This is an optimization exercise on Yosys and OpenROAD, whose aim is small area, a short achievable clock period and few clock cycles per item, not a production implementation.
Function was checked by simulation only, so behaviour that the tests miss may differ from the original.
No driver is modelled on the clock port, so clock power and skew are understated where the tree is cut down; a real chip needs a root buffer or a tree.
Power is estimated from default activity; no workload was simulated.

== JK ==
Design bin2bcd, start of the top module:
module bin2bcd(
    input clk,
    input reset,
    input start,               
    input [11:0] bin_in,       
    output reg [15:0] bcd_out,  
    output reg done             
);
For scale: about 180 cells after synthesis, ~15 flip-flops, roughly 32 I/O pins, about 1100 sq um of cells after synthesis.
Settings: LEC_CHECK=0, CAP_MARGIN=20, CORE_AREA=2.3 2.72 59.8 59.84, DIE_AREA=0 0 62 62, SLEW_MARGIN=20; clock period 5.0 ns.
standard.sh (not shown) runs the stock make flow with config.mk's settings and CLKGATE_MAP_FILE= SYNTH_SCRIPT=/design/flow/synth_recipe.tcl, a recipe that flattens the netlist after the stock synthesis.
==> flow/flow/run.sh <==
#!/bin/bash
# Own flow: the standard layout (standard.sh), with these changes:
#  - synthesis maps the logic with its own ABC scripts: flow/abc_in.script for
#    the logic before the registers, flow/abc_out.script for the logic after
#    them (flow/my_synth.tcl); Yosys does not extract half/full adders
#    (ADDER_MAP_FILE empty); everything else in synthesis is the standard
#    script (synth_recipe.tcl);
#  - ports are buffered with sky130_fd_sc_hd__buf_1 instead of the default buffer.
# Each tool's output goes to a log file of its own in the work folder.
set -euo pipefail
W=$(pwd)
F=$W/flow
export MY_ABC_IN=$F/abc_in.script
export MY_ABC_OUT=$F/abc_out.script
export FLOW_SYNTH_TCL=$W/synth_recipe.tcl
make -C "$FLOW_HOME" DESIGN_CONFIG="$W/config.mk" WORK_HOME="$W/orfs" CLKGATE_MAP_FILE= \
  SYNTH_SCRIPT="$F/my_synth.tcl" ADDER_MAP_FILE= synth > "$W/synth.log" 2>&1
export BUFFER_PORTS_ARGS="-buffer_cell sky130_fd_sc_hd__buf_1"
export CTS_ARGS="-buf_list sky130_fd_sc_hd__clkbuf_8 -root_buf sky130_fd_sc_hd__clkbuf_8 -dont_use_dummy_load -repair_clock_nets"
bash standard.sh > "$W/layout.log" 2>&1
==> flow/flow/abc_in.script <==
strash
dch
map -D 2000
topo
stime -c
==> flow/flow/abc_out.script <==
strash
dch
map -D 1750
topo
stime -c
==> flow/flow/my_synth.tcl <==
# The standard synthesis script (synth_recipe.tcl), with only ABC's mapping
# scripts replaced. The logic in the input cone of the output ports (after the
# registers) is mapped with MY_ABC_OUT, the rest (before the registers) with
# MY_ABC_IN. Yosys's -import skips commands that already exist, so this abc
# wrapper is the one synth.tcl calls.
proc abc {args} {
  set i [lsearch -exact $args -script]
  set a_out $args
  set a_in $args
  if {$i >= 0} {
    lset a_out [expr {$i + 1}] $::env(MY_ABC_OUT)
    lset a_in [expr {$i + 1}] $::env(MY_ABC_IN)
  }
  yosys select -set my_out_cone o:* %cie*
  yosys abc {*}$a_out @my_out_cone
  yosys select -clear
  yosys abc {*}$a_in
}
source $::env(FLOW_SYNTH_TCL)
JK finished all stages; the layout is clean.
Testbench counts of JK, summed over its fixed seeds: cycles 3,200, conversions 3,200.
What MS does differently from JK at the input level:
--- a/flow/flow/run.sh
+++ b/flow/flow/run.sh
@@ -18,3 +18,2 @@
 export BUFFER_PORTS_ARGS="-buffer_cell sky130_fd_sc_hd__buf_1"
-export CTS_ARGS="-buf_list sky130_fd_sc_hd__clkbuf_8 -root_buf sky130_fd_sc_hd__clkbuf_8 -dont_use_dummy_load -repair_clock_nets"
 bash standard.sh > "$W/layout.log" 2>&1
Results
- Summary — worst endpoint data arrival time, MS relative to JK: higher, by 0.03 ns.
- Number of levels the H-tree was split into came out exactly the same in JK and MS.
- On via count, JK and MS are basically level.
- On global-route usage, the lower figure sits with MS, not JK.
- MS does better than JK on first-pass GRT wire length.
- Reported for JK and MS, worst setup slack before clock tree synthesis turned out identical to the last digit.
- Of MS and JK, it is MS that has the higher total routed wire length on the met1 layer.
- Cmp MS vs JK: total wirelength of the detailed-routed design lower in MS
- MS vs JK: cell area after layout down in MS
Changes in AL relative to MS:
==> flow/flow/abc_in.script <==
strash
dch
map -D 3000
topo
stime -c
Findings:
Cmp AL vs MS: proportion of layout cells with a drive suffix above 1 lower in AL
The share of the clock period used by the worst path on AL is in line with that on MS.
Per the comparison of AL with MS, leftover overflow at the end of global routing comparable, global-route wire length before repair now smaller, clock slew seen by the registers of the worst setup and hold paths comparable.
Compared with MS, AL shows routed wire length that has gone up by a few percent.
Compared with MS, in AL fraction of area in non-clock buffers barely changed; cell area after technology mapping fell 7.5 sq um; cell count after synthesis moved down; power in sequential cells level.
Comparing AL and MS, the higher placed instance area was measured on MS.
Modified inputs, TR compared to AL
- an added SETUP_SLACK_MARGIN of 1.5
==> flow/flow/abc_in.script <==
strash
dch
map -D 2000
topo
stime -c
Findings:
Synthesized cell count, TR and AL, higher one = TR.
AL and TR ended up with roughly the same total negative slack.
Fmax: TR higher than AL
Looking only at via density per instance, and setting everything else aside, the higher value of TR and AL goes to AL.
Compared TR against AL; critical path's largest stage delay within noise.
Internal power consumption came out higher on TR than on AL.
| clock power share | higher: AL |
Diff AL -> TR | non-clock buffer count | increase of 47%
TR against AL; post-detailed-route wirelength per cell is up by a few percent.
Worst setup slack (lower): AL
[TR vs AL] non-clock buffer area fraction after layout: higher in TR
> inputs changed (TR -> PW)
- SETUP_SLACK_MARGIN: 1.5 -> unset
==> flow/flow/run.sh <==
#!/bin/bash
# Own flow: the standard layout, with two changes:
#  - synthesis maps the logic with an area-oriented ABC script (flow/abc_map.script);
#    Yosys does not extract half/full adders (ADDER_MAP_FILE empty);
#    everything else in synthesis is the standard script;
#  - ports are buffered with sky130_fd_sc_hd__buf_1 instead of the default buffer.
set -euo pipefail
W=$(pwd)
F=$W/flow
export MY_ABC_SCRIPT=$F/abc_map.script
export FLOW_SYNTH_TCL=$W/synth_recipe.tcl
make -C "$FLOW_HOME" DESIGN_CONFIG="$W/config.mk" WORK_HOME="$W/orfs" CLKGATE_MAP_FILE= \
  SYNTH_SCRIPT="$F/my_synth.tcl" ADDER_MAP_FILE= synth > "$W/synth.log" 2>&1
export BUFFER_PORTS_ARGS="-buffer_cell sky130_fd_sc_hd__buf_1"
cp standard.sh standard_used.sh
bash standard.sh > "$W/layout.log" 2>&1
==> flow/flow/abc_map.script (new file) <==
strash
dch
map -D 1500
topo
stime -c
==> flow/flow/my_synth.tcl <==
# The standard synthesis script (synth_recipe.tcl), with only the script
# that ABC maps the logic with replaced by MY_ABC_SCRIPT. Yosys's -import skips
# commands that already exist, so this abc wrapper is the one synth.tcl calls.
proc abc {args} {
  set i [lsearch -exact $args -script]
  if {$i >= 0} { lset args [expr {$i + 1}] $::env(MY_ABC_SCRIPT) }
  yosys abc {*}$args
}
source $::env(FLOW_SYNTH_TCL)
removed: flow/flow/abc_in.script
removed: flow/flow/abc_out.script
==> notes.md <==
In summary, PW completed successfully, with a layout that passed the timing, design-rule and antenna checks. Compared to TR, PW has clock-cell share of area 0.16 points higher. TR has a lower final cycle utilization of the critical path than PW. Layout-stage area growth over the synthesis result is lower on PW. Of TR and PW, the higher placed wire-length estimate after detailed placement belongs to PW.


Starting RTL as in the previous note.
==> flow/config.mk <==
export PLATFORM = sky130hd
export DESIGN_NAME = bin2bcd
export DESIGN_NICKNAME = bin2bcd
export VERILOG_FILES = /design/flow/design.v
export SDC_FILE = /design/flow/constraint.sdc
export NUM_CORES = 4
export LEC_CHECK = 0
export CAP_MARGIN = 20
export CORE_AREA = 2.3 2.72 59.8 59.84
export DIE_AREA = 0 0 62 62
export SLEW_MARGIN = 20
==> flow/constraint.sdc <==
create_clock -name core_clock -period 5.0 [get_ports {clk}]
set_input_delay 1.0000 -clock core_clock [delete_from_list [all_inputs] [get_ports {clk}]]
set_output_delay 1.0000 -clock core_clock [all_outputs]
set_load 0.01 [all_outputs]
==> flow/flow/run.sh <==
#!/bin/bash
# Own flow: the standard layout (standard.sh), with these changes:
#  - synthesis maps the logic with its own ABC scripts: flow/abc_in.script for
#    the logic before the registers, flow/abc_out.script for the logic after
#    them (flow/my_synth.tcl); Yosys does not extract half/full adders
#    (ADDER_MAP_FILE empty); everything else in synthesis is the standard
#    script (synth_recipe.tcl);
#  - ports are buffered with sky130_fd_sc_hd__buf_1 instead of the default buffer;
#  - after CTS, the clock tree is flattened to one buffer that drives all the
#    flip-flops (flow/flat_cts.tcl): the design has only 15 of them.
# Each tool's output goes to a log file of its own in the work folder.
set -euo pipefail
W=$(pwd)
F=$W/flow
R=$W/orfs/results/$FLOW_PLATFORM/bin2bcd/base
export MY_ABC_IN=$F/abc_in.script
export MY_ABC_OUT=$F/abc_out.script
export FLOW_SYNTH_TCL=$W/synth_recipe.tcl
make -C "$FLOW_HOME" DESIGN_CONFIG="$W/config.mk" WORK_HOME="$W/orfs" CLKGATE_MAP_FILE= \
  SYNTH_SCRIPT="$F/my_synth.tcl" ADDER_MAP_FILE= synth > "$W/synth.log" 2>&1
export BUFFER_PORTS_ARGS="-buffer_cell sky130_fd_sc_hd__buf_1"
bash standard.sh cts > "$W/layout_to_cts.log" 2>&1
CTS_ODB=$R/4_cts.odb CLK_NET=clk ROOT_BUF=sky130_fd_sc_hd__clkbuf_8 openroad -no_init -exit "$F/flat_cts.tcl" > "$W/flat_cts.log" 2>&1
bash standard.sh > "$W/layout.log" 2>&1
==> flow/flow/abc_in.script <==
strash
dch
map -D 3000
topo
stime -c
==> flow/flow/abc_out.script <==
strash
dch
map -D 1750
topo
stime -c
Other scripts of this flow, unchanged in this note and not shown: flow/flow/flat_cts.tcl, flow/flow/my_synth.tcl
The baseline completed without violations.
Testbench counts at the start, summed over its fixed seeds: cycles 3,200, conversions 3,200.
Change:
==> flow/flow/abc_in.script (replaced) <==
strash
dch
map -D 2250
topo
stime -c
The changed run completed without violations.
Synthesized cell count stays the same.
Sequential power barely changes.
Global-route usage is about the same.
Critical path depth rises by 2.
Sequential share of layout area hardly moves.
Non-clock buffer count does not change.
Change:
==> flow/flow/abc_in.script (replaced) <==
strash
dch
map -D 2000
topo
stime -c
==> flow/flow/abc_out.script (replaced) <==
strash
dch
map -D 1850
topo
stime -c
The new run finished with timing, DRC and antenna clean; worst setup slack degrades by 0.20 ns; non-clock buffer count is unchanged; power drops by a few percent; worst hold slack stays flat; sequential share of layout area drops by 0.55 points; synthesized cell count climbs by a few percent; die area is unchanged; wire length climbs slightly.
Change:
==> flow/flow/abc_out.script (replaced) <==
strash
dch
map -D 1750
topo
stime -c
- GPL_TIMING_DRIVEN: not set -> 1
The changed run completed without violations.
Global-route usage goes down by 0.34 points.
Wire length goes down slightly.
Synthesized cell count goes down by a few percent.
Non-clock buffer count is unchanged.
Power goes up slightly.
Combinational power stays flat.
Cell count goes down by a few percent.
Maximum frequency goes up by a few percent.
Utilization goes down by 0.76 points.
Critical path depth goes down by 2.
Change:
==> flow/flow/abc_in.script (replaced) <==
strash
dch
map -D 2500
topo
stime -c
==> flow/flow/abc_out.script (replaced) <==
strash
dch
map -D 1500
topo
stime -c
- GPL_TIMING_DRIVEN: 1 -> not set
What happened: The new run completed with no timing, DRC or antenna violations; area after synthesis grows by a few percent; combinational power climbs by roughly a tenth; non-clock buffer count does not change; first-iteration DRC count shrinks by about a fifth.

## afterwards: timing with drivers on the ports
The flow's constraints put no driver on any port. The routed layouts listed below were extracted and timed again, unchanged, in two steps.
Step 1, drivers: a clkbuf_16 drives clk and a buf_2 each remaining input, both assumed.
Step 2 times the ports against the registers' clock, not the clock port: input delays grow and output delays shrink by t, the midpoint of the rising clock arrivals with the driver on.
Slacks: ideal ports / drivers / drivers and shift; pairs: ideal ports / drivers.
run | t (ns) | setup slack, ns | hold slack, ns
JK | 0.267 | 1.318 / 1.292 / 1.520 | 0.549 / 0.542 / 0.809
MS | 0.285 | 1.287 / 1.266 / 1.524 | 0.520 / 0.518 / 0.803
AL | 0.293 | 1.292 / 1.270 / 1.006 | 0.511 / 0.509 / 0.802
TR | 0.287 | 1.596 / 1.575 / 1.548 | 0.518 / 0.516 / 0.803
PW | 0.286 | 1.261 / 1.241 / 1.527 | 0.518 / 0.516 / 0.803
the first run of note 2 | 0.167 | 1.157 / 1.161 / 0.994 | 0.643 / 0.638 / 0.805
the second run of note 2 | 0.168 | 1.404 / 1.398 / 1.238 | 0.641 / 0.637 / 0.804
the third run of note 2 | 0.167 | 1.208 / 1.184 / 1.351 | 0.641 / 0.637 / 0.804
the fourth run of note 2 | 0.167 | 1.400 / 1.377 / 1.523 | 0.641 / 0.636 / 0.803
the fifth run of note 2 | 0.170 | 1.209 / 1.213 / 1.044 | 0.639 / 0.635 / 0.804
After both steps setup and hold are still met in every run listed. For AL, which loses most, drivers alone change the setup slack by -0.022 ns; drivers and shift together by -0.286 ns.
